Background: an optimization exercise with open tools, aiming at small area and a short achievable clock period. Do not read the settings as production practice. At most, simulation tests tie the RTL to the original design; equivalence was not proved. Power is estimated from default activity; no workload was simulated.

Setup of lane 3:
==> flow/design.v (excerpt) <==
module fir_transpose_nom #(
    parameter DATA_WIDTH      = 5,
    parameter TAP_COEFF_WIDTH = 5,
    parameter NUM_TAPS        = 50
)(
    input                               clk,
    input                               rst,
    input  signed [DATA_WIDTH-1:0]      in,
    output signed [DATA_WIDTH-1:0]      out,
    input  [NUM_TAPS*TAP_COEFF_WIDTH-1:0] tap_coeffs
);
Size in the first run: ~4900 cells after synthesis, ~510 flip-flops, roughly 260 I/O pins, ~49000 µm² of cells after synthesis.
==> module fir_transpose_nom, before the edit <==
module fir_transpose_nom #(
    parameter DATA_WIDTH      = 5,
    parameter TAP_COEFF_WIDTH = 5,
    parameter NUM_TAPS        = 50
)(
    input                               clk,
    input                               rst,
    input  signed [DATA_WIDTH-1:0]      in,
    output signed [DATA_WIDTH-1:0]      out,
    input  [NUM_TAPS*TAP_COEFF_WIDTH-1:0] tap_coeffs
);
logic [4:0]               in_flopped;
logic [NUM_TAPS-1:0][4:0] tap_coeffs_flopped;
logic [NUM_TAPS-1:0][4:0] part_flopped;
logic [NUM_TAPS-1:0][4:0] tap_out;
wire                      x_min = in_flopped[4] & ~|in_flopped[3:0];
always @ (posedge clk or posedge rst) begin
    if (rst) begin
        in_flopped   <= '0;
        part_flopped <= '0;
    end
    else begin
        in_flopped   <= in;
        part_flopped <= tap_out;
    end
end
always @ (posedge clk)
    tap_coeffs_flopped <= tap_coeffs;
assign out = part_flopped[0];
genvar i;
for (i=0; i<NUM_TAPS; i=i+1) begin: tap
    wire [4:0] c = tap_coeffs_flopped[i];
    wire [4:0] s = (i == NUM_TAPS-1) ? 5'b0 : part_flopped[(i+1)%NUM_TAPS];
    wire [5:0] t;
    mult mult (.x(in_flopped), .c(c), .s(s), .t(t));
    add_sat add_sat (.t(t), .flip(x_min & c[4] & ~|c[3:0]), .out(tap_out[i]));
end
endmodule
clock: 6.0 ns
lec_check: 0
cap_margin: 20
core_margin: 2
core_utilization: 40
slew_margin: 20
run.sh (not shown) runs the stock make flow with config.mk's settings and CLKGATE_MAP_FILE= SYNTH_SCRIPT=/design/flow/synth_recipe.tcl, a recipe that flattens the netlist after the stock synthesis.
Modified inputs, lane 5 compared to lane 3
diff --git a/flow/design.v b/flow/design.v
--- a/flow/design.v
+++ b/flow/design.v
@@ -95,30 +95,27 @@
     output signed [DATA_WIDTH-1:0]      out,
     input  [NUM_TAPS*TAP_COEFF_WIDTH-1:0] tap_coeffs
 );
-logic [4:0]               in_flopped;
-logic [NUM_TAPS-1:0][4:0] tap_coeffs_flopped;
-logic [NUM_TAPS-1:0][4:0] part_flopped;
+logic [NUM_TAPS-1:0][4:0] part_next;
 logic [NUM_TAPS-1:0][4:0] tap_out;
-wire                      x_min = in_flopped[4] & ~|in_flopped[3:0];
+logic [4:0]               out_q;
+wire                      x_min = in[4] & ~|in[3:0];
 always @ (posedge clk or posedge rst) begin
     if (rst) begin
-        in_flopped   <= '0;
-        part_flopped <= '0;
+        out_q     <= '0;
+        part_next <= '0;
     end
     else begin
-        in_flopped   <= in;
-        part_flopped <= tap_out;
+        out_q     <= part_next[0];
+        part_next <= tap_out;
     end
 end
-always @ (posedge clk)
-    tap_coeffs_flopped <= tap_coeffs;
-assign out = part_flopped[0];
+assign out = out_q;
 genvar i;
 for (i=0; i<NUM_TAPS; i=i+1) begin: tap
-    wire [4:0] c = tap_coeffs_flopped[i];
-    wire [4:0] s = (i == NUM_TAPS-1) ? 5'b0 : part_flopped[(i+1)%NUM_TAPS];
+    wire [4:0] c = tap_coeffs[5*i +: 5];
+    wire [4:0] s = (i == NUM_TAPS-1) ? 5'b0 : part_next[(i+1)%NUM_TAPS];
     wire [5:0] t;
-    mult mult (.x(in_flopped), .c(c), .s(s), .t(t));
+    mult mult (.x(in), .c(c), .s(s), .t(t));
     add_sat add_sat (.t(t), .flip(x_min & c[4] & ~|c[3:0]), .out(tap_out[i]));
 end
 endmodule
### Flow results
- Lane 5 has sequential power below what lane 3 had.
- Sort lane 3 and lane 5 by global-route usage, descending, and lane 5 comes first.
- Looking at pin count of the biggest net entering global routing across lane 3 and lane 5, the one that comes out higher is lane 3.
- met1 demand-to-capacity share in global routing was higher in lane 5 than in lane 3.
- Final cycle utilization of the critical path delta for lane 5 relative to lane 3: 1.1 points higher
For lane 3, only the layout was checked, not whether the RTL still works.

port drivers added, routing unchanged:
The flow's constraints put no driver on any port. The routed layouts listed below were extracted and timed again, unchanged, in two steps.
Step 1: set_driving_cell puts a clkbuf_16 on clk and a buf_2 on each other input, an assumption about the parent block.
Step 2 times the ports against the registers' clock, not the clock port: input delays grow and output delays shrink by t, the midpoint of the rising clock arrivals with the driver on.
Slacks: ideal ports / drivers / drivers and shift; pairs: ideal ports / drivers.
run	shift t [ns]	slack for setup (ns)	slew at the worst register clock pin (ns)
lane 3	0.727	1.318 / 1.318 / 1.318	0.07 / 0.07
lane 5	0.659	1.250 / 1.278 / 0.619	0.06 / 0.06
After both steps setup and hold are still met in every run listed. The setup slack of lane 5, which loses most, moves by +0.028 ns with the drivers and by -0.631 ns with both steps.
